Context: an optimization exercise on an open-source flow, tuned for small area. The choices shown serve that exercise and are no tape-out recipe. Only simulation tests tie the RTL to the original design; equivalence was not proved. In every run shown here, the design's own scripts or RTL, not TritonCTS, make the clock network. The clock input has no modelled driver; a real chip could not lean on it and would need a root buffer or a full tree. No activity file was given, so power comes from the tool's default toggle rates.

==> flow/design.v <==
module EF_PSRAM_CTRL_V2 (
    input   wire            clk,
    input   wire            rst,
    input   wire [23:0]     addr,
    input   wire [31: 0]    data_i,
    output  wire [31: 0]    data_o,
    input   wire [2:0]      size,
    input   wire            start,
    output  wire            done,
    input   wire  [3:0]     wait_states,
    input   wire  [7:0]     cmd,
    input   wire            rd_wr,
    input   wire            qspi,
    input   wire            qpi,
    input   wire            short_cmd,
    output  reg             sck,
    output  reg             ce_n,
    input   wire [3:0]      din,
    output  wire [3:0]      dout,
    output  wire [3:0]      douten
);
    reg         busy;
    reg [6:0]   counter;
    wire        quad = qpi | qspi;
    wire [6:0]  cq = (qspi & ~qpi) ? counter - 7'd6 : counter;
    wire [6:0]  k  = quad ? {2'b00, size[2], ~size[2], size[1:0], 1'b0}
                          : {size[2], ~size[2], size[1:0], 3'b000};
    wire [6:0]  w  = rd_wr ? {3'd0, wait_states} : 7'd0;
    assign done = short_cmd ? (counter == 7'd8) : (cq == k + w);
    always @(posedge clk or posedge rst)
        if (rst)
            busy <= 1'b0;
        else if (busy)
            busy <= ~done;
        else
            busy <= start;
    always @(posedge clk or posedge rst)
        if (rst)
            ce_n <= 1'b1;
        else
            ce_n <= done | ~busy;
    always @(posedge clk or posedge rst)
        if (rst) begin
            counter <= 7'd0;
            sck     <= 1'b0;
        end else if (ce_n) begin
            counter <= 7'd0;
            sck     <= 1'b0;
        end else if (~done)
            {counter, sck} <= {counter, sck} ^ {&{counter[5:0], sck}, &{counter[4:0], sck}, &{counter[3:0], sck}, &{counter[2:0], sck}, &{counter[1:0], sck}, &{counter[0], sck}, sck, 1'b1};
    wire [63:0] stream;
    genvar gi;
    generate
        for (gi = 0; gi < 8; gi = gi + 1) begin : g_cmd
            assign stream[gi] = cmd[7 - gi];
        end
        for (gi = 0; gi < 24; gi = gi + 1) begin : g_addr
            assign stream[8 + gi] = addr[23 - gi];
        end
        for (gi = 0; gi < 32; gi = gi + 1) begin : g_data
            assign stream[32 + gi] = data_i[8 * (gi / 8) + 7 - (gi % 8)];
        end
    endgenerate
    wire        serial = ~qpi & (~qspi | (counter < 7'd8));
    wire [4:0]  m      = serial ? counter[6:2] : cq[4:0];
    wire [3:0]  q;
    generate
        for (gi = 0; gi < 4; gi = gi + 1) begin : g_q
            wire [15:0] lane;
            genvar gk;
            for (gk = 0; gk < 16; gk = gk + 1) begin : g_l
                assign lane[gk] = stream[4 * gk + gi];
            end
            assign q[gi] = lane[m[3:0]] & ~m[4];
        end
    endgenerate
    wire [1:0]  bsel = serial ? counter[1:0] : 2'b11;
    assign dout[0] = q[bsel] | (serial & counter[6] & data_i[0]);
    assign dout[1] = q[2];
    assign dout[2] = q[1];
    assign dout[3] = q[0];
    wire        lt8  = (counter < 7'd8);
    wire        lt14 = (counter < 7'd14);
    assign douten[0]   = ~quad | ~rd_wr | lt8 | (~qpi & lt14);
    assign douten[3:1] = {3{qpi ? (lt8 | ~rd_wr) : (qspi & ~lt8 & (lt14 | ~rd_wr))}};
    reg  [31:0] data;
    wire [1:0]  phase = counter[1:0] - wait_states[1:0];
    wire [3:0]  lane_en;
    wire [3:0]  src;
    wire [3:0]  entry = {1'b1, size == 3'd3, size == 3'd2, size == 3'd1};
    generate
        for (gi = 0; gi < 4; gi = gi + 1) begin : g_lane
            assign lane_en[gi] = sck & (quad | (phase == 2'd3 - gi));
            assign src[gi]     = quad ? din[gi] : din[1];
        end
    endgenerate
    genvar gb, gj;
    generate
        for (gb = 0; gb < 4; gb = gb + 1) begin : g_byte
            for (gj = 0; gj < 4; gj = gj + 1) begin : g_bit
                wire chain_in;
                if (gb == 3) begin : g_top
                    assign chain_in = src[gj];
                end else begin : g_mid
                    assign chain_in = entry[gb] ? src[gj] : data[8 * gb + 12 + gj];
                end
                always @(posedge clk)
                    if (lane_en[gj]) begin
                        data[8 * gb + 4 + gj] <= data[8 * gb + gj];
                        data[8 * gb + gj]     <= chain_in;
                    end
            end
        end
    endgenerate
    assign data_o = data;
endmodule
==> flow/flow/run.sh <==
#!/bin/bash
# Standard layout, with these changes:
# - an area-oriented ABC script for the technology mapping, which also maps
#   the adders (ADDER_MAP_FILE empty, so no separate adder cells);
# - the smallest buffer (buf_1) on each input and output port;
# - a clock tree of small buffers: after CTS the tree is rebuilt as one root
#   buffer driving a few leaf buffers, each driving a group of nearby
#   registers (flow/clock_tree.tcl).
set -euo pipefail
here=$(pwd)
export BUFFER_PORTS_ARGS="-buffer_cell sky130_fd_sc_hd__buf_1"
export AREA_ABC_SCRIPT=$here/flow/area.abc
export CTS_ARGS="-sink_clustering_enable -repair_clock_nets -dont_use_dummy_load"
cat flow/abc_override.tcl synth_recipe.tcl > area_synth.tcl
bash standard.sh SYNTH_SCRIPT=$here/area_synth.tcl ADDER_MAP_FILE= cts > standard_cts.log 2>&1
CTS_ODB=$here/orfs/results/$FLOW_PLATFORM/EF_PSRAM_CTRL_V2/base/4_cts.odb \
CLK_GROUPS=5 CLK_BUF=sky130_fd_sc_hd__clkbuf_4 CLK_ROOT=sky130_fd_sc_hd__clkbuf_2 \
  openroad -no_init -no_splash -exit $here/flow/clock_tree.tcl > clock_tree.log 2>&1
bash standard.sh SYNTH_SCRIPT=$here/area_synth.tcl ADDER_MAP_FILE= finish > standard.log 2>&1
==> flow/flow/abc_override.tcl <==
# Map with an area-oriented ABC script in place of ORFS's.
proc abc {args} {
  set i [lsearch -exact $args -script]
  if { $i >= 0 } { lset args [expr { $i + 1 }] $::env(AREA_ABC_SCRIPT) }
  yosys abc {*}$args
}
==> flow/flow/area.abc <==
strash
dc2
dch -f
amap
==> flow/flow/clock_tree.tcl <==
# Rebuild the clock tree that CTS built as two levels of buffers: the
# registers are split into CLK_GROUPS groups of nearby registers (by
# position), each driven by one CLK_BUF placed at the middle of its group, and
# one CLK_ROOT buffer, which the clock port drives, drives the CLK_BUFs. Every
# register sees the same buffer types and depth.
read_db $::env(CTS_ODB)
set block [ord::get_db_block]
set db [ord::get_db]
set clk_net [$block findNet clk]
set ngroups $::env(CLK_GROUPS)
set root_master [$db findMaster $::env(CLK_ROOT)]
set master [$db findMaster $::env(CLK_BUF)]

# the clock buffers of the tree and the register clock pins below them
set bufs {}
set todo [list $clk_net]
set sinks {}
while { [llength $todo] } {
  set net [lindex $todo 0]
  set todo [lrange $todo 1 end]
  foreach it [$net getITerms] {
    if { ![$it isInputSignal] } { continue }
    set inst [$it getInst]
    if { [string match sky130_fd_sc_hd__clkbuf_* [[$inst getMaster] getName]] } {
      lappend bufs $inst
      lappend todo [[$inst findITerm X] getNet]
    } else {
      lappend sinks $it
    }
  }
}
puts "clock tree: [llength $bufs] buffers, [llength $sinks] sinks"

# remove the tree
foreach inst $bufs {
  set out [[$inst findITerm X] getNet]
  foreach it [$out getITerms] { $it disconnect }
  [$inst findITerm A] disconnect
  odb::dbInst_destroy $inst
  odb::dbNet_destroy $out
}

# group the sinks by recursive bisection: split a group in two halves by x
# (or by y, alternating), until there are CLK_GROUPS groups
proc split_groups { pts ngroups axis } {
  if { $ngroups <= 1 } { return [list $pts] }
  set pts [lsort -integer -index $axis $pts]
  set n [llength $pts]
  set left [expr { $ngroups / 2 }]
  set cut [expr { ($n * $left) / $ngroups }]
  set next [expr { 1 - $axis }]
  return [concat \
    [split_groups [lrange $pts 0 [expr { $cut - 1 }]] $left $next] \
    [split_groups [lrange $pts $cut end] [expr { $ngroups - $left }] $next]]
}
set pts {}
foreach it $sinks {
  set xy [$it getAvgXY]
  lappend pts [list [lindex $xy 1] [lindex $xy 2] $it]
}
set groups [split_groups $pts $ngroups 0]

set site_w [[[lindex [$block getRows] 0] getSite] getWidth]
proc place_at { inst x y } {
  global site_w
  $inst setLocation [expr { ($x / $site_w) * $site_w }] $y
  $inst setPlacementStatus PLACED
}

# the root buffer, at the middle of all registers
set sx 0
set sy 0
foreach p $pts {
  incr sx [lindex $p 0]
  incr sy [lindex $p 1]
}
set root [odb::dbInst_create $block $root_master "clkbuf_root"]
set root_net [odb::dbNet_create $block "clknet_root"]
$root_net setSigType CLOCK
[$root findITerm A] connect $clk_net
[$root findITerm X] connect $root_net
place_at $root [expr { $sx / [llength $pts] }] [expr { $sy / [llength $pts] }]

set g 0
foreach grp $groups {
  set sx 0
  set sy 0
  foreach p $grp {
    incr sx [lindex $p 0]
    incr sy [lindex $p 1]
  }
  set cx [expr { $sx / [llength $grp] }]
  set cy [expr { $sy / [llength $grp] }]
  set inst [odb::dbInst_create $block $master "clkbuf_leaf_$g"]
  set net [odb::dbNet_create $block "clknet_leaf_$g"]
  $net setSigType CLOCK
  [$inst findITerm A] connect $root_net
  [$inst findITerm X] connect $net
  foreach p $grp { [lindex $p 2] connect $net }
  place_at $inst $cx $cy
  puts "clock tree: clkbuf_leaf_$g drives [llength $grp] registers"
  incr g
}
detailed_placement
check_placement
write_db $::env(CTS_ODB)
==> flow/standard.sh <==
#!/bin/bash
# synth_recipe.tcl (not shown) runs the flow's synth.tcl, then flattens the netlist and writes it again
# the make line also repeats each setting of config.mk as NAME=value (left out here)
make -C /OpenROAD-flow-scripts/flow DESIGN_CONFIG=/design/flow/config.mk WORK_HOME=/design/flow/orfs CLKGATE_MAP_FILE= SYNTH_SCRIPT=/design/flow/synth_recipe.tcl "${@:-finish}"
==> flow/config.mk <==
export PLATFORM = sky130hd
export DESIGN_NAME = EF_PSRAM_CTRL_V2
export DESIGN_NICKNAME = EF_PSRAM_CTRL_V2
export VERILOG_FILES = /design/flow/design.v
export SDC_FILE = /design/flow/constraint.sdc
export NUM_CORES = 4
export LEC_CHECK = 0
export ABC_AREA = 1
export CAP_MARGIN = 20
export CORE_MARGIN = 2
export CORE_UTILIZATION = 40
export SLEW_MARGIN = 20
==> flow/constraint.sdc <==
create_clock -name core_clock -period 6.5 [get_ports {clk}]
set_input_delay 1.3000 -clock core_clock [delete_from_list [all_inputs] [get_ports {clk}]]
set_output_delay 1.3000 -clock core_clock [all_outputs]
set_load 0.01 [all_outputs]
==> results of run 1 <==
-- kinds of logic after synthesis --
family / after synthesis / synth area share [%]
simple gates: 83 / 13.5
buf+inv: 34 / 5.47
flops: 42 / 49.1
compound gates: 118 / 31.9
-- through the flow --
| stage | instance area (um^2) | power (mW) | std cells | worst slack [ps] |
|---|---|---|---|---|
| 3_5_place_dp | 3040 | 1.09 | 477 | 748 |
| 2_1_floorplan | 2470 | 0.890 | 277 | 586 |
| 4_1_cts | 3110 | 1.24 | 482 | 758 |
| 3_3_place_gp | 3040 | 1.08 | 477 | 933 |
| 5_1_grt | 3080 | 1.31 | 483 | 366 |
| 6_report | 3080 | 1.20 | 483 | 705 |
-- flip-flops by register name, indices dropped and copies added (netlist names) --
| signal | flops |
|---|---|
| busy | 1 |
| ce_n | 1 |
| sck | 1 |
| data | 32 |
| counter | 7 |
-- report_power, final --
| part | internal, mW | total, mW | switching [mW] | leakage, nW |
|---|---|---|---|---|
| clock network | 0.0396 | 0.116 | 0.0759 | 0.0272 |
| registers | 0.426 | 0.487 | 0.0609 | 0.431 |
| logic | 0.205 | 0.598 | 0.393 | 0.554 |
| total | 0.671 | 1.20 | 0.530 | 1.01 |
-- layout by cell type (no fill, tap or decap), types with 3 or more instances in the layout --
| cell type | Yosys | routed |
|---|---|---|
| o21ai_0 | 21 | 21 |
| dfrtp_1 | 9 | 9 |
| clkbuf_4 | 0 | 5 |
| a211oi_1 | 6 | 6 |
| o22ai_1 | 29 | 28 |
| buf_4 | 2 | 3 |
| edfxtp_1 | 32 | 32 |
| a22oi_1 | 7 | 7 |
| a221oi_1 | 17 | 17 |
| clkinv_1 | 32 | 32 |
| o32ai_1 | 3 | 3 |
| a21oi_1 | 20 | 20 |
| nand2_1 | 20 | 20 |
| buf_1 | 0 | 124 |
| nor3_1 | 7 | 7 |
| nor2_1 | 50 | 50 |
-- per-layer routing --
metal	wire (um)	vias up	share of wire (%)	global-route usage [%]
li1	-	1339	-	-
met3	409	9	6.0	3.26
met5	0	-	0	0
met2	3130	74	46	33.4
met4	88	0	1.3	3.93
met1	3210	1181	47	27.5
-- worst reg2reg max path, cell delays in order, from the launching register on --
cell       delay, ps
dfrtp_1          410
clkinv_1         200
nor2_1           200
clkinv_1         100
o21ai_0          140
clkinv_1         130
a2111oi_0        390
o21ai_0          140
a21oi_1          120
o21ai_0           80
a2111oi_0        340
a31o_1           290
nor2_1           100
nand2_1          120
nor3_1            90
nand2_1          100
nor2_1            60
nand2_1           90
clkinv_1          80
a221oi_1         280
-- worst min path at each step --
stage               start  endpoint  slack [ps]  cells after the start
detailed placement   busy      ce_n         410                      1
floorplan            busy      ce_n         390                      1
global placement     busy      ce_n         400                      1
CTS                  busy      ce_n         420                      1
global route         busy      ce_n         440                      1
finish               busy      ce_n         410                      1
-- area by class of cell --
type                       count  area share, %
sequential                    42           39.3
multi-input combinational    201           36.6
timing repair buffer         127           15.8
inverter                      32           3.89
tap                           75           3.04
buffer                         6           1.38
==> key figures, run 1 <==
Yosys
  • Post-synthesis sequential area ratio: 49.1%
  • Count leader, synth: nor2_1
  • Synth cell types: 28
  • Synth top area share: a little under 40%
  • Synth cell count leaders: nor2_1 (50), clkinv_1 (32), edfxtp_1 (32)
  • Synth Flop Type: edfxtp_1
  • Post-synth design cell area: 0.00247 mm^2
  • Syn Area/Cell: 8.91 um^2
  • Syn. warnings: 1
  • Post-synthesis async set-or-reset flop share: 23.8%
  • Mapped Cells: 277
  • Synthesized flop and latch total: 42
  • Ranking of synthesized cells by area: edfxtp_1 (39%), dfrtp_1 (9.1%), nor2_1 (7.6%)
  • EDFF count, synth: 32
  • Syn Nets: between 300 and 400
  • Most area-hungry cell type in the Yosys netlist: edfxtp_1

CTS
  • Worst-path clk slew: 90 ps
  • Worst skew pair latency: 390 ps
  • Clock Sinks: 42
  • # resized after CTS: 0
  • Hold-fix buffers at CTS: 0
  • # Post-CTS Setup Buffers: 0

Setup path
  • CP Capture Point: dout[0]
  • Critical Path Stages: 13
  • Critical path class: in -> out
  • CP endpoint kind: output port
  • Arr. time, crit path: approximately 4500 ps
  • Worst path most repeated cell: clkinv_1
  • R2r worst-path depth: 19
  • CP required: 5200 ps
  • Worst R2R Start: counter[1]
  • Startpoint Class: input port
  • CP Max Fanout: 32
  • Reg2Reg Capture Point: counter[6]
  • Critical path buffer and inverter count: 5
  • Crit path from: qspi
  • CP cell instances: buf_1, clkinv_1, nor2_1, nor2_1, clkinv_1, o22ai_2, clkinv_1, o22ai_1, a221oi_1, o32ai_1, o221a_1, o32ai_1, buf_1
  • Slowest-stage cell, CP: clkinv_1
  • R2r setup slk: about 2900 ps
  • Worst stage delay on the critical path: 680 ps
  • CP top delay family: compound AO/OA/AOI/OAI gates

Floorplan
  • Die width: slightly above 80 um
  • Num rows: 28
  • Die height: between 80 and 90 um
  • Core region area: 0.00596 mm^2
  • IO Pins: 125
  • Initial Util: 41.4%
  • Die ar.: 0.00682 mm^2

Global route
  • First-pass GRT wire length: 10800 um
  • Largest net degree at the start of global routing: 33
  • Number of global-route vias before repair: 2400
  • Initial antenna violation count: 0
  • Total grt overflow: 0
  • GRT Util Overall: 19.9%

Finish
  • Layout cells sized above 1: 2.70%
  • Layout area overhead: 24.9%
  • Fillers: between 600 and 700
  • # diodes: 0
  • End-of-flow core utilization: 51.8%
  • Flip-flop and latch area: roughly 0.0012 mm^2
  • Area occupied by multi-input gates: 0.00113 mm^2
  • Layout Nets: 492

STA
  • Slew @ Worst Pin: 1030 ps
  • Final min period: 5800 ps
  • Endpoints failing setup: 0
  • Tcrit/Tclk final: 89.2%
  • Final Hold Slack: 412 ps
  • Worst Clk Skew: 9.94 ps
  • Slew HR: between 30 and 40%
  • RSZ-0062 raised after global routing: no
  • Final Hold Viols: 0
  • Setup TNS: 0 ps
  • Fmax: about 0.17 GHz
  • Slew Viols, Final: 0

Placement
  • Final GP Congestion: 0.898
  • Dpl hpwl: 5410 um
  • Number of port buffers: 124

Routing
  • First drt pass iteration count: 4
  • Post-detailed-route wirelength per cell: 14.2 um
  • Post-Route WL: 6840 um
  • Antenna viol nets, final: 0
  • Drt initial violations: 130
  • # DRC: 0
  • Via count: 2603
  • Vias/cell: around 5.4

Power and ir drop
  • Pwr dens: 389 mW/mm^2
  • Peak VDD IR: 0.173 mV
  • Pleak: about 1 nW

Status
  • Outcome: finished clean

Run
  • Max_cap viols: 0

Worst hold path
  • Worst hold path type: reg -> reg
==> inputs of run 2 (changes only) <==
--- a/flow/flow/run.sh
+++ b/flow/flow/run.sh
@@ -14,6 +14,6 @@
 cat flow/abc_override.tcl synth_recipe.tcl > area_synth.tcl
 bash standard.sh SYNTH_SCRIPT=$here/area_synth.tcl ADDER_MAP_FILE= cts > standard_cts.log 2>&1
 CTS_ODB=$here/orfs/results/$FLOW_PLATFORM/EF_PSRAM_CTRL_V2/base/4_cts.odb \
-CLK_GROUPS=5 CLK_BUF=sky130_fd_sc_hd__clkbuf_4 CLK_ROOT=sky130_fd_sc_hd__clkbuf_2 \
+CLK_GROUPS=5 CLK_BUF=sky130_fd_sc_hd__clkbuf_4 CLK_ROOT=sky130_fd_sc_hd__clkbuf_1 \
   openroad -no_init -no_splash -exit $here/flow/clock_tree.tcl > clock_tree.log 2>&1
 bash standard.sh SYNTH_SCRIPT=$here/area_synth.tcl ADDER_MAP_FILE= finish > standard.log 2>&1
==> run 2 against run 1 <==
Global-route usage did not move. Critical path depth up 1. Synthesized cell count is the same. Clock power barely moved. Worst setup slack got worse by 7.8 ps. Critical endpoint unchanged. Highest routed layer unchanged.
==> key figures, run 2 <==
Status
  • Outcome: finished clean

Setup path
  • Startpoint Class: flop
  • Critical path class: reg -> out
  • Arr. time, crit path: 4500 ps
  • CP required: 5200 ps
  • CP cell instances: clkinv_1, nand3_1, nor2_1, nor2_1, nor2_1, clkinv_1, o22ai_2, clkinv_1, o22ai_1, a221oi_1, o32ai_1, o221a_1, o32ai_1, buf_1
  • Critical path buffer and inverter count: 4
  • CP top delay family: compound AO/OA/AOI/OAI gates
  • Worst stage delay on the critical path: 680 ps
  • R2r setup slk: 2940 ps
  • CP endpoint kind: output port
  • Critical Path Stages: 14
  • CP Max Fanout: 32
  • R2r worst-path depth: 19
  • Slowest-stage cell, CP: clkinv_1

Routing
  • Via count: 2599
  • First drt pass iteration count: 4
  • Vias/cell: 5.38
  • # DRC: 0
  • Antenna viol nets, final: 0
  • Drt initial violations: roughly 130
  • Post-detailed-route wirelength per cell: 14.2 um
  • Post-Route WL: 6840 um

Floorplan
  • Initial Util: 41.4%
  • IO Pins: 125
  • Num rows: 28
  • Die width: about 83 um
  • Core region area: 0.00596 mm^2
  • Die height: ~83 um
  • Die ar.: 0.00682 mm^2

Worst hold path
  • Worst hold path type: reg -> reg
  • Min-Delay Path Depth: 1

Yosys
  • Synth Flop Type: edfxtp_1
  • Synth top area share: approximately 40%
  • Post-synthesis async set-or-reset flop share: 23.8%
  • EDFF count, synth: 32
  • Ranking of synthesized cells by area: edfxtp_1 (39%), dfrtp_1 (9.1%), nor2_1 (7.6%)
  • Synthesized flop and latch total: between 40 and 50
  • Count leader, synth: nor2_1
  • Syn. warnings: 1
  • Synth cell types: 28
  • Post-synthesis sequential area ratio: 49.1%
  • Mapped Cells: ~280
  • Post-synth design cell area: 0.00247 mm^2
  • Syn Area/Cell: 8.91 um^2
  • Most area-hungry cell type in the Yosys netlist: edfxtp_1
  • Syn Nets: 359
  • Synth cell count leaders: nor2_1 (50), clkinv_1 (32), edfxtp_1 (32)

Global route
  • Largest net degree at the start of global routing: 33
  • Initial antenna violation count: 0
  • GRT Util Overall: approximately a fifth
  • Number of global-route vias before repair: 2400
  • First-pass GRT wire length: 10800 um
  • Total grt overflow: 0

Finish
  • Leading registers by flop count: data (32), counter (7)
  • Commonest cells after routing, fill and taps aside: buf_1 (124), nor2_1 (50), clkinv_1 (32), edfxtp_1 (32), o22ai_1 (28)
  • Layout cells sized above 1: 2.45%
  • Non-Filler Instances: 483
  • Commonest non-fill, non-tap cell in the layout: buf_1
  • Top reg by flops: data
  • Largest register FFs: 32
  • Layout Nets: 492
  • Layout area overhead: 24.9%
  • # diodes: 0
  • Fillers: ~600

STA
  • Tcrit/Tclk final: 89.3%
  • Final Hold Viols: 0
  • Slew HR: 30.9%
  • Fmax: 0.172 GHz
  • Slew Viols, Final: 0
  • Endpoints failing setup: 0
  • Slew @ Worst Pin: 1030 ps
  • Setup TNS: 0 ps
  • Final min period: a little under 6000 ps
  • RSZ-0062 raised after global routing: no
  • Worst Clk Skew: between 10 and 15 ps

Placement
  • Dpl cells: 477
  • Dpl hpwl: approximately 5400 um
  • Number of port buffers: 124
  • Final GP Congestion: 0.898

Power and ir drop
  • Pleak: 1.01 nW
  • Pwr dens: 389 mW/mm^2
  • Peak VDD IR: 0.173 mV

CTS
  • Hold-fix buffers at CTS: 0
  • # resized after CTS: 0
  • Clock Sinks: 42
  • Worst skew pair latency: between 500 and 600 ps
  • # Post-CTS Setup Buffers: 0
  • Worst-path clk slew: 90 ps

Run
  • Max_cap viols: 0
run 2: cell families (layout without fill, tap and decap cells):
logic type	Yosys count	count (layout)	synth area share (%)
and+or+nand+nor	83	83	13.5
buffers and inverters	34	165	5.47
DFF	42	42	49.1
AOI/OAI and AO/OA	118	118	31.9
run 2: area by class of cell:
class / count / area, um^2 / share of cell area (%)
inverter: 32 / 120 / 3.90
sequential: 42 / 1210 / 39.3
tap: 75 / 93.8 / 3.04
multi-input combinational: 201 / 1130 / 36.6
timing repair buffer: 127 / 488 / 15.8
buffer: 6 / 41.3 / 1.34
run 2: through the flow:
stage / power (mW) / hold WS (ps) / util (%) / worst slack (ps) / area [um^2]
3_3_place_gp: 1.08 / 403 / 51.1 / 933 / 3040
6_report: 1.20 / 413 / 51.8 / 697 / 3080
5_1_grt: 1.31 / 444 / 51.8 / 183 / 3080
4_1_cts: 1.24 / 420 / 52.2 / 758 / 3110
2_1_floorplan: 0.890 / 387 / - / 586 / 2470
3_5_place_dp: 1.09 / 409 / 51.1 / 748 / 3040
run 2: report_power, final:
group	leakage [nW]	internal [mW]	switching (mW)	total, mW
Combinational	0.554	0.205	0.393	0.598
Clock	0.0242	0.0375	0.0761	0.114
Sequential	0.431	0.426	0.0610	0.487
run 2: per-layer routing:
metal / vias to the layer above / share of wire (%) / GRT usage, %
met5: - / 0 / 0
met4: 0 / 1.3 / 3.93
met3: 9 / 6.3 / 3.26
met2: 76 / 46 / 33.4
met1: 1174 / 47 / 27.5
li1: 1340 / - / -
run 2: worst paths after layout:
path                              end  startpoint
setup / recovery              dout[0]  counter[4]
hold / removal                   ce_n        busy
setup reg to reg           counter[6]  counter[1]
hold reg to reg                  ce_n        busy
max in group asynchronous        ce_n         rst
min in group asynchronous         sck         rst
==> inputs of run 3 (changes only) <==
--- a/flow/design.v
+++ b/flow/design.v
@@ -63,15 +63,17 @@
     endgenerate
     wire        serial = ~qpi & (~qspi | (counter < 7'd8));
     wire [4:0]  m      = serial ? counter[6:2] : cq[4:0];
+    wire [3:0]  m_lo = 4'b0001 << m[1:0];
     wire [3:0]  q;
     generate
         for (gi = 0; gi < 4; gi = gi + 1) begin : g_q
-            wire [15:0] lane;
+            wire [3:0] grp;
             genvar gk;
-            for (gk = 0; gk < 16; gk = gk + 1) begin : g_l
-                assign lane[gk] = stream[4 * gk + gi];
+            for (gk = 0; gk < 4; gk = gk + 1) begin : g_g
+                assign grp[gk] = |(m_lo & {stream[16 * gk + 12 + gi], stream[16 * gk + 8 + gi],
+                                           stream[16 * gk + 4 + gi], stream[16 * gk + gi]});
             end
-            assign q[gi] = lane[m[3:0]] & ~m[4];
+            assign q[gi] = grp[m[3:2]] & ~m[4];
         end
     endgenerate
     wire [1:0]  bsel = serial ? counter[1:0] : 2'b11;
==> run 3 against run 2 <==
Still clean. Global-route usage grew 1.0 points. Cell area shrank 1.7%. Clock skew rose by 3.2 ps. Register-to-register slack better by 190 ps. First-iteration DRC count up 26%. Synthesized cell count shrank 3.2%. Maximum frequency fell by 0.49%. Core utilization barely moved. Power decreased by 3.5%. Die area shrank 2.4%. Highest routed layer unchanged.
==> key figures, run 3 <==
Status
  • Outcome: finished clean

Worst hold path
  • Worst hold endpoint: ce_n
  • Min-Delay Path Depth: 1
  • Worst hold path type: reg -> reg
  • HP Start: busy

Setup path
  • Critical path buffer and inverter count: 4
  • R2r worst-path depth: 18
  • Arr. time, crit path: around 4500 ps
  • Startpoint Class: input port
  • Worst stage delay on the critical path: 820 ps
  • Critical path class: in -> out
  • CP required: 5200 ps
  • CP endpoint kind: output port
  • Worst R2R Start: counter[0]
  • CP top delay family: compound AO/OA/AOI/OAI gates
  • Slowest-stage cell, CP: nor2_1
  • CP Max Fanout: 16
  • R2r setup slk: 3130 ps
  • Reg2Reg Capture Point: counter[6]
  • CP cell instances: buf_1, clkinv_1, nand2_1, clkinv_1, o22ai_1, o22ai_1, nor2_1, a222oi_1, a221oi_1, a31oi_1, o221a_1, o32ai_1, buf_1

Routing
  • Drt initial violations: 158
  • Via count: 2611
  • # DRC: 0
  • First drt pass iteration count: 7
  • Vias/cell: between 5 and 6
  • Post-Route WL: roughly 6900 um
  • Post-detailed-route wirelength per cell: 14.4 um
  • Antenna viol nets, final: 0

Yosys
  • Synth top area share: 39.9%
  • Post-synth design cell area: 0.00241 mm^2
  • Simple-gate area share of the yosys netlist: 17.5%
  • Ranking of synthesized cells by area: edfxtp_1 (40%), dfrtp_1 (9.4%), nor2_1 (8.1%)
  • Syn Area/Cell: 8.98 um^2
  • Most area-hungry cell type in the Yosys netlist: edfxtp_1
  • Multiplexer area fraction after synthesis: 0%
  • Synthesized flop and latch total: 42
  • Synth cell types: 29
  • Mapped Cells: 268
  • Post-synthesis async set-or-reset flop share: 23.8%
  • Compound-Gate Fraction of Synth Area: 27.5%
  • Synth Flop Type: edfxtp_1
  • Synth cell count leaders: nor2_1 (52), edfxtp_1 (32), nand2_1 (30)
  • Largest family of logic cells by synthesized area: compound AO/OA/AOI/OAI gates
  • Syn. warnings: 1
  • Xor-xnor portion of the synthesized cell area: 0%
  • Post-synthesis sequential area ratio: about 50%
  • Post-Synth Adder-Cell Area: 0%
  • EDFF count, synth: 32
  • Syn Nets: 350
  • Count leader, synth: nor2_1

Finish
  • # diodes: 0
  • Layout cells sized above 1: 2.74%
  • End-of-flow core utilization: approximately 52%
  • Largest register FFs: 32
  • Commonest non-fill, non-tap cell in the layout: buf_1
  • Layout Nets: 485
  • Layout area overhead: 25.9%
  • Top reg by flops: data
  • Leading registers by flop count: data (32), counter (7)
  • Fillers: 577
  • Non-Filler Instances: 476
  • Commonest cells after routing, fill and taps aside: buf_1 (124), nor2_1 (52), edfxtp_1 (32), nand2_1 (30)

Global route
  • First-pass GRT wire length: 11100 um
  • Largest net degree at the start of global routing: 17
  • Number of global-route vias before repair: approximately 2500
  • Total grt overflow: 0
  • GRT Util Overall: around a fifth
  • Initial antenna violation count: 0

Power and ir drop
  • Pleak: 1.02 nW
  • Pwr dens: 382 mW/mm^2
  • P_sw: between 400 and 500 uW
  • Switching Fraction: 43.0%
  • Pint: around 660 uW
  • Comb power frac: a little under half
  • Part of the power in registers: 41.8%
  • Clock share of power: 10.2%
  • Peak VDD IR: between 0.15 and 0.2 mV

Placement
  • Final GP Congestion: ~0.84
  • Dpl cells: 470
  • Number of port buffers: 124
  • Dpl hpwl: 5460 um

STA
  • Slew HR: about a third
  • Final Hold Viols: 0
  • Setup TNS: 0 ps
  • Final Hold Slack: 425 ps
  • Tcrit/Tclk final: 89.7%
  • Final min period: 5830 ps
  • Slew @ Worst Pin: 1020 ps
  • Slew Viols, Final: 0
  • Worst Clk Skew: roughly 13 ps
  • Fmax: 0.171 GHz
  • RSZ-0062 raised after global routing: no
  • Endpoints failing setup: 0

Floorplan
  • Initial Util: 41.1%
  • Die width: 81.6 um
  • Num rows: 28
  • IO Pins: roughly 130
  • Core region area: 0.00585 mm^2
  • Die ar.: 0.00665 mm^2
  • Die height: 81.6 um

CTS
  • # Post-CTS Setup Buffers: 0
  • # resized after CTS: 0
  • Worst skew pair latency: 570 ps
  • Worst-path clk slew: around 90 ps
  • Hold-fix buffers at CTS: 0
  • Clock Sinks: between 40 and 50

Run
  • Max_cap viols: 0
run 3: changes by cell type after synthesis, moves of 5 or more:
cell / delta
nand2_1: +10
a221oi_1: -13
a21oi_1: +6
clkinv_1: -6
a222oi_1: +16
nand3_1: +5
o22ai_1: -22
run 3: metal layers:
layer	track usage [%]	up-vias	routed length (um)
li1	-	1299	-
met1	27.1	1193	2960
met2	36.1	105	3240
met3	3.85	14	514
met4	5.25	0	140
met5	0	-	0
run 3: logic make-up (layout without fill, tap and decap cells):
group | after synthesis | in the layout
flops | 42 | 42
buf+inv | 28 | 161
simple gates | 102 | 102
compound gates | 96 | 96
run 3: worst max path at each step:
stage | cells past startpoint | to | from
2_1_floorplan | 9 | dout[0] | qspi
3_3_place_gp | 13 | dout[0] | qpi
3_5_place_dp | 13 | dout[0] | qpi
4_1_cts | 13 | dout[0] | qpi
5_1_grt | 13 | dout[0] | qpi
6_report | 13 | dout[0] | qpi
run 3: worst register-to-register path, delay by kind of cell (launching register included):
kind,cells,cell delay (ps)
compound gates,8,1250
buf+inv,1,210
flops,1,470
simple gates,9,1340
run 3: power by group through the flow:
stage	sequential, mW	clock, mW	combinational (mW)
detailed placement	0.492	0	0.556
global route	0.498	0.133	0.630
CTS	0.487	0.158	0.558
floorplan	0.520	0	0.331
finish	0.484	0.119	0.555
global placement	0.490	0	0.546
run 3: per-stage QoR:
| step | setup WS, ps | area [um^2] | total power [mW] |
|---|---|---|---|
| 6_report | 668 | 3030 | 1.16 |
| 5_1_grt | 359 | 3030 | 1.26 |
| 4_1_cts | 707 | 3060 | 1.20 |
| 3_5_place_dp | 706 | 2990 | 1.05 |
| 3_3_place_gp | 834 | 2990 | 1.04 |
| 2_1_floorplan | 954 | 2410 | 0.851 |
run 3: area by class of cell:
class | instances | area (um^2) | area share [%]
inverter | 26 | 97.6 | 3.22
tap | 75 | 93.8 | 3.10
timing repair buffer | 129 | 503 | 16.6
buffer | 6 | 41.3 | 1.36
sequential | 42 | 1210 | 40.0
multi-input combinational | 198 | 1080 | 35.7
==> inputs of run 4 (changes only) <==
--- a/flow/config.mk
+++ b/flow/config.mk
@@ -9,4 +9,5 @@
 export CAP_MARGIN = 20
 export CORE_MARGIN = 2
 export CORE_UTILIZATION = 40
+export GPL_TIMING_DRIVEN = 0
 export SLEW_MARGIN = 20
==> run 4 against run 3 <==
Highest routed layer unchanged. Sequential share of layout area up 0.17 points. Cell area down 0.41%. Global-route usage fell by 0.42 points. Die area stayed put. Critical path depth unchanged. Via count down 0.57%. Critical path type unchanged. Register-to-register slack got worse by 20 ps. Sequential power about the same. Clock power hardly changed. Hold slack lost 1.4 ps. Core utilization is 0.21 points lower. Maximum frequency shrank 3.9%.
==> key figures, run 4 <==
Yosys
  • Synth top area share: 39.9%
  • Synth cell count leaders: nor2_1 (52), edfxtp_1 (32), nand2_1 (30)
  • Post-synthesis sequential area ratio: about 50%
  • Synth Flop Type: edfxtp_1
  • Syn. warnings: 1
  • Post-synthesis async set-or-reset flop share: approximately a quarter
  • Mapped Cells: 268
  • Syn Nets: between 300 and 400
  • Most area-hungry cell type in the Yosys netlist: edfxtp_1
  • Ranking of synthesized cells by area: edfxtp_1 (40%), dfrtp_1 (9.4%), nor2_1 (8.1%)
  • Post-synth design cell area: 0.00241 mm^2
  • Synthesized flop and latch total: 42
  • Syn Area/Cell: about 9 um^2
  • Count leader, synth: nor2_1
  • EDFF count, synth: 32
  • Synth cell types: 29

Worst hold path
  • Min-Delay Path Depth: 1
  • Worst hold path type: reg -> reg

Routing
  • Via count: 2596
  • Antenna viol nets, final: 0
  • Post-Route WL: 6670 um
  • First drt pass iteration count: 8
  • Post-detailed-route wirelength per cell: 14.1 um
  • Drt initial violations: 176
  • # DRC: 0
  • Vias/cell: 5.49

Finish
  • Commonest cells after routing, fill and taps aside: buf_1 (124), nor2_1 (50), edfxtp_1 (32), nand2_1 (30)
  • Layout area overhead: 25.4%
  • Top reg by flops: data
  • Fillers: 607
  • Commonest non-fill, non-tap cell in the layout: buf_1
  • Largest register FFs: 32
  • Layout Nets: just under 500
  • Leading registers by flop count: data (32), counter (7)
  • # diodes: 0
  • Layout cells sized above 1: 3.02%
  • Post-Layout Inst Area: roughly 0.0030 mm^2

Setup path
  • R2r worst-path depth: 18
  • Worst stage delay on the critical path: 550 ps
  • R2r setup slk: 3110 ps
  • Slowest-stage cell, CP: nor2b_2
  • Arr. time, crit path: around 4800 ps
  • CP required: roughly 5200 ps
  • Startpoint Class: input port
  • Critical path buffer and inverter count: 5
  • Worst path most repeated cell: clkinv_1
  • CP cell instances: buf_1, clkinv_1, a21oi_1, clkinv_1, o22ai_1, clkinv_1, nor2b_2, a222oi_1, a221oi_1, a31oi_1, o221a_1, o32ai_1, buf_1
  • CP top delay family: compound AO/OA/AOI/OAI gates
  • CP Max Fanout: 16
  • CP endpoint kind: output port
  • Critical path class: in -> out
  • Critical Path Stages: 13

Power and ir drop
  • Pleak: 1.00 nW
  • Pwr dens: 382 mW/mm^2
  • Peak VDD IR: 0.160 mV

STA
  • Endpoints failing setup: 0
  • RSZ-0062 raised after global routing: no
  • Final min period: between 6000 and 7000 ps
  • Worst Clk Skew: between 5 and 6 ps
  • Slew @ Worst Pin: 1050 ps
  • Slew HR: 29.7%
  • Final Hold Slack: 423 ps
  • Tcrit/Tclk final: 93.4%
  • Slew Viols, Final: 0
  • Final Hold Viols: 0
  • Fmax: 0.165 GHz

Global route
  • Largest net degree at the start of global routing: 17
  • First-pass GRT wire length: 10900 um
  • GRT Util Overall: 20.5%
  • Initial antenna violation count: 0
  • Number of global-route vias before repair: 2425
  • Total grt overflow: 0

Status
  • Outcome: finished clean

Floorplan
  • IO Pins: 125
  • Die ar.: approximately 0.0067 mm^2
  • Core region area: 0.00585 mm^2
  • Die height: 81.6 um
  • Initial Util: 41.1%
  • Die width: about 82 um
  • Num rows: 28

Placement
  • Final GP Congestion: 0.812
  • Placement Cell Area: 0.00297 mm^2
  • Dpl hpwl: 5240 um
  • Number of port buffers: approximately 120

CTS
  • Clock Sinks: 42
  • # Post-CTS Setup Buffers: 0
  • Worst-path clk slew: 90 ps
  • Worst skew pair latency: 580 ps

Run
  • Max_cap viols: 0
run 4: cell counts after synthesis:
Identical to the previous run, type by type.
run 4: metrics by stage:
stage | std cells | power, mW | setup WS [ps] | TNS, ps | utilization, %
CTS | 472 | 1.19 | 199 | 0 | 51.9
detailed placement | 467 | 1.03 | -145 | -145 | 50.7
finish | 473 | 1.15 | 432 | 0 | 51.6
floorplan | 268 | 0.851 | 954 | 0 | -
global placement | 467 | 1.03 | -144 | -144 | 50.7
global route | 473 | 1.25 | 77.1 | 0 | 51.6
run 4: logic make-up after synthesis:
logic type	Yosys count	share of synthesized area, %
and+or+nand+nor	102	17.5
AOI/OAI and AO/OA	96	27.5
DFF	42	50.4
buffers and inverters	28	4.68
run 4: power by group:
part / leakage (nW) / total (mW) / switching (mW) / internal, mW
sequential: 0.431 / 0.485 / 0.0591 / 0.426
clock: 0.0242 / 0.119 / 0.0819 / 0.0375
combinational: 0.549 / 0.547 / 0.358 / 0.189
run 4: cell type report:
| cell class | instances | area, um^2 | share of cell area, % |
|---|---|---|---|
| buffer | 8 | 56.3 | 1.87 |
| inverter | 26 | 97.6 | 3.24 |
| multi-input combinational | 198 | 1090 | 36.2 |
| sequential | 42 | 1210 | 40.2 |
| tap | 75 | 93.8 | 3.11 |
| timing repair buffer | 124 | 465 | 15.4 |
run 4: path summary, 6_finish.rpt:
path | endpoint | start
setup reg to reg | counter[6] | counter[1]
setup / recovery | dout[0] | qpi
hold / removal | ce_n | busy
hold reg to reg | ce_n | busy
min in group asynchronous | counter[2] | rst
max in group asynchronous | ce_n | rst
run 4: metal layers:
metal  up-vias  part of all wire (%)  track usage, %
li1       1289                     -               -
met1      1200                    44            26.5
met2        98                    47            35.7
met3         9                   7.6            3.85
met4         0                   1.3            4.58
met5         -                     0               0
run 4: repair_timing:
action                     4_1_cts  5_1_grt
resized for setup                2        2
gates cloned                     0        0
setup endpoints to repair        1        1
hold buffers                     0        0
==> inputs of run 5 (changes only) <==
--- a/flow/design.v
+++ b/flow/design.v
@@ -63,17 +63,15 @@
     endgenerate
     wire        serial = ~qpi & (~qspi | (counter < 7'd8));
     wire [4:0]  m      = serial ? counter[6:2] : cq[4:0];
-    wire [3:0]  m_lo = 4'b0001 << m[1:0];
     wire [3:0]  q;
     generate
         for (gi = 0; gi < 4; gi = gi + 1) begin : g_q
-            wire [3:0] grp;
+            wire [15:0] lane;
             genvar gk;
-            for (gk = 0; gk < 4; gk = gk + 1) begin : g_g
-                assign grp[gk] = |(m_lo & {stream[16 * gk + 12 + gi], stream[16 * gk + 8 + gi],
-                                           stream[16 * gk + 4 + gi], stream[16 * gk + gi]});
+            for (gk = 0; gk < 16; gk = gk + 1) begin : g_l
+                assign lane[gk] = stream[4 * gk + gi];
             end
-            assign q[gi] = grp[m[3:2]] & ~m[4];
+            assign q[gi] = lane[m[3:0]] & ~m[4];
         end
     endgenerate
     wire [1:0]  bsel = serial ? counter[1:0] : 2'b11;
--- a/flow/flow/run.sh
+++ b/flow/flow/run.sh
@@ -14,6 +14,6 @@
 cat flow/abc_override.tcl synth_recipe.tcl > area_synth.tcl
 bash standard.sh SYNTH_SCRIPT=$here/area_synth.tcl ADDER_MAP_FILE= cts > standard_cts.log 2>&1
 CTS_ODB=$here/orfs/results/$FLOW_PLATFORM/EF_PSRAM_CTRL_V2/base/4_cts.odb \
-CLK_GROUPS=5 CLK_BUF=sky130_fd_sc_hd__clkbuf_4 CLK_ROOT=sky130_fd_sc_hd__clkbuf_1 \
+CLK_GROUPS=5 CLK_BUF=sky130_fd_sc_hd__clkbuf_4 CLK_ROOT=sky130_fd_sc_hd__clkbuf_2 UNBUFFER=1 \
   openroad -no_init -no_splash -exit $here/flow/clock_tree.tcl > clock_tree.log 2>&1
 bash standard.sh SYNTH_SCRIPT=$here/area_synth.tcl ADDER_MAP_FILE= finish > standard.log 2>&1
--- a/flow/flow/clock_tree.tcl
+++ b/flow/flow/clock_tree.tcl
@@ -101,6 +101,30 @@
   puts "clock tree: clkbuf_leaf_$g drives [llength $grp] registers"
   incr g
 }
+# remove the buffers that timing-driven placement inserted on signal nets
+# (not the port buffers); the repairs after global routing add back what
+# timing and slew need
+if { [info exists ::env(UNBUFFER)] && $::env(UNBUFFER) } {
+  foreach inst [$block getInsts] {
+    set name [$inst getName]
+    if { [string match input* $name] || [string match output* $name] } { continue }
+    set mname [[$inst getMaster] getName]
+    if { ![string match sky130_fd_sc_hd__buf_* $mname] } { continue }
+    set in [[$inst findITerm A] getNet]
+    set out [[$inst findITerm X] getNet]
+    if { [llength [$out getBTerms]] || [llength [$in getBTerms]] } { continue }
+    foreach it [$out getITerms] {
+      if { [$it getInst] == $inst } { continue }
+      $it disconnect
+      $it connect $in
+    }
+    [$inst findITerm A] disconnect
+    [$inst findITerm X] disconnect
+    odb::dbInst_destroy $inst
+    odb::dbNet_destroy $out
+    puts "removed buffer $name ($mname)"
+  }
+}
 detailed_placement
 check_placement
 write_db $::env(CTS_ODB)
--- a/flow/config.mk
+++ b/flow/config.mk
@@ -9,5 +9,4 @@
 export CAP_MARGIN = 20
 export CORE_MARGIN = 2
 export CORE_UTILIZATION = 40
-export GPL_TIMING_DRIVEN = 0
 export SLEW_MARGIN = 20
==> run 5 against run 4 <==
Power up 6.2%. Sequential cell count unchanged. Via count up 1.8%. Synthesized cell count up 3.4%. Clock power about the same. Global-route usage down 0.52 points.
==> key figures, run 5 <==
Status
  • Outcome: finished clean

Placement
  • Dpl hpwl: 5410 um
  • Final GP Congestion: between 0.8 and 0.9
  • Dpl cells: 477
  • Dpl ws: 748 ps
  • Number of port buffers: 124

Yosys
  • Count leader, synth: nor2_1
  • Synth Flop Type: edfxtp_1
  • Syn Nets: 359
  • Post-synthesis sequential area ratio: roughly half
  • Syn. warnings: 1
  • Synthesized flop and latch total: 42
  • Synth cell count leaders: nor2_1 (50), clkinv_1 (32), edfxtp_1 (32)
  • Mapped Cells: 277
  • Synth top area share: 38.9%
  • EDFF count, synth: 32
  • Ranking of synthesized cells by area: edfxtp_1 (39%), dfrtp_1 (9.1%), nor2_1 (7.6%)
  • Post-synth design cell area: ~0.0025 mm^2
  • Synth cell types: 28
  • Syn Area/Cell: 8.91 um^2
  • Most area-hungry cell type in the Yosys netlist: edfxtp_1
  • Post-synthesis async set-or-reset flop share: 23.8%

STA
  • Endpoints failing setup: 0
  • Slew HR: about 31%
  • Final min period: roughly 6100 ps
  • Slew @ Worst Pin: 1030 ps
  • Final Hold Slack: 415 ps
  • Final Hold Viols: 0
  • Slew Viols, Final: 0
  • Setup TNS: 0 ps
  • Worst setup margin: between 400 and 500 ps
  • RSZ-0062 raised after global routing: no
  • Fmax: 0.165 GHz
  • Tcrit/Tclk final: 93.2%
  • Worst Clk Skew: 11.6 ps

Power and ir drop
  • Clock share of power: 9.5%
  • Pwr dens: ~390 mW/mm^2
  • Comb power frac: 50.4%
  • Pint: 674 uW
  • Switching Fraction: 44.9%
  • Pleak: 1.00 nW
  • P_sw: 549 uW
  • Part of the power in registers: 40.1%
  • Peak VDD IR: approximately 0.18 mV
  • Final Total Pwr: roughly 1.2 mW

Floorplan
  • Num rows: 28
  • Die width: 82.6 um
  • Die height: 82.6 um
  • IO Pins: 125
  • Die ar.: 0.00682 mm^2
  • Initial Util: between 40% and 50%
  • Core region area: 0.00596 mm^2

Routing
  • Vias/cell: 5.49
  • Post-detailed-route wirelength per cell: 14.9 um
  • Via count: 2644
  • Drt initial violations: 132
  • Post-Route WL: 7160 um
  • First drt pass iteration count: 4
  • # DRC: 0
  • Antenna viol nets, final: 0

Setup path
  • Slowest-stage cell, CP: o22ai_4
  • CP Max Fanout: 19
  • CP endpoint kind: output port
  • CP top delay family: compound AO/OA/AOI/OAI gates
  • Worst path most repeated cell: clkinv_1
  • Startpoint Class: input port
  • Critical path buffer and inverter count: 5
  • R2r setup slk: 2920 ps
  • Critical path class: in -> out
  • CP required: 5200 ps
  • Arr. time, crit path: 4760 ps
  • Worst stage delay on the critical path: about 540 ps
  • CP cell instances: buf_1, clkinv_1, nor2_1, nor2_2, clkinv_1, o22ai_4, clkinv_1, a221oi_1, o32ai_1, o221a_1, o32ai_1, buf_1

Finish
  • Commonest non-fill, non-tap cell in the layout: buf_1
  • Largest register FFs: 32
  • Layout cells sized above 1: 3.44%
  • Layout area overhead: 26.1%
  • # diodes: 0
  • Layout Nets: 491
  • Non-Filler Instances: 482
  • Leading registers by flop count: data (32), counter (7)
  • Top reg by flops: data
  • Commonest cells after routing, fill and taps aside: buf_1 (124), nor2_1 (48), edfxtp_1 (32), clkinv_1 (31), o22ai_1 (27)

CTS
  • Clock Sinks: 42
  • Worst skew pair latency: approximately 390 ps
  • Worst-path clk slew: 80 ps
  • Hold-fix buffers at CTS: 0
  • # Post-CTS Setup Buffers: 0
  • # resized after CTS: 0

Global route
  • Total grt overflow: 0
  • Largest net degree at the start of global routing: 34
  • GRT Util Overall: between 20% and 30%
  • Initial antenna violation count: 0
  • First-pass GRT wire length: around 11000 um
  • Number of global-route vias before repair: about 2400

Run
  • Max_cap viols: 0

Worst hold path
  • Worst hold path type: reg -> reg
[run 5: changes by cell type after synthesis, moves of 4 or more]
cell and delta:
a21oi_1 -6, o21ai_0 +4, clkinv_1 +6, nor2b_1 -4
a222oi_1 -16, nand3_1 -5, nand2_1 -10, o22ai_1 +22
a221oi_1 +13, nor3_1 +4
[run 5: layer usage]
metal / GRT usage (%) / share of wire (%)
met3: 3.26 / 6.7
met5: 0 / 0
met4: 3.93 / 1.3
met2: 33.2 / 46
met1: 27.8 / 46
[run 5: area by class of cell]
type                       count  area (um^2)
buffer                         6         42.5
timing repair inverter         1         7.51
tap                           75         93.8
fill                         617         2840
sequential                    42         1210
timing repair buffer         124          465
multi-input combinational    202         1170
inverter                      32          124
[run 5: final timing paths]
path | from | end | cells past startpoint
min in group asynchronous | rst | sck | 2
worst max-delay path | qspi | dout[0] | 12
max in group asynchronous | rst | ce_n | 2
worst min-delay path | busy | ce_n | 1
worst max register to register | counter[1] | counter[6] | 19
worst min register to register | busy | ce_n | 1
[run 5: logic make-up (layout without fill, tap and decap cells)]
kind of cell / Yosys count / count (layout) / synth area share [%]
buf+inv: 34 / 163 / 5.47
compound gates: 118 / 119 / 31.9
simple gates: 83 / 83 / 13.5
flops: 42 / 42 / 49.1
[run 5: metrics by stage]
| stage | cell area (um^2) | util [%] |
|---|---|---|
| 6_report | 3110 | 52.2 |
| 5_1_grt | 3110 | 52.2 |
| 4_1_cts | 3110 | 52.2 |
| 3_5_place_dp | 3040 | 51.1 |
| 3_3_place_gp | 3040 | 51.1 |
| 2_1_floorplan | 2470 | - |
[run 5: power groups by stage]
stage,Combinational (mW),Sequential (mW),Clock (mW)
after floorplan,0.370,0.520,0
after global placement,0.588,0.489,0
after detailed placement,0.597,0.495,0
after CTS,0.598,0.489,0.153
after global routing,0.691,0.505,0.135
final,0.616,0.491,0.116

static timing again, ports no longer ideal:
Ports are ideal in the flow. The routed layouts listed here were re-timed in OpenROAD. Step 1, drivers: a clkbuf_16 drives clk and a buf_2 each remaining input, both assumed. Step 2 moves the port delays by t, midway between the first and last clock arrival at a register: inputs arrive t later, outputs are due t later. That takes back most of the time a late clock gives input paths. a / b / c = ideal / step 1 / step 2; a / b = the first two.
| run | shift t [ns] | setup slack, ns | latest minus earliest clock arrival (ns) |
|---|---|---|---|
| run 1 | 0.409 | 0.705 / 0.684 / 0.684 | 0.010 / 0.010 |
| run 2 | 0.573 | 0.697 / 0.674 / 0.683 | 0.010 / 0.011 |
| run 3 | 0.589 | 0.668 / 0.643 / 0.643 | 0.013 / 0.014 |
| run 4 | 0.607 | 0.432 / 0.409 / 0.409 | 0.005 / 0.005 |
| run 5 | 0.410 | 0.444 / 0.423 / 0.423 | 0.012 / 0.012 |
After both steps every run listed still meets setup and hold. The setup slack of run 3, which loses most, moves by -0.025 ns with the drivers and by -0.025 ns with both steps.
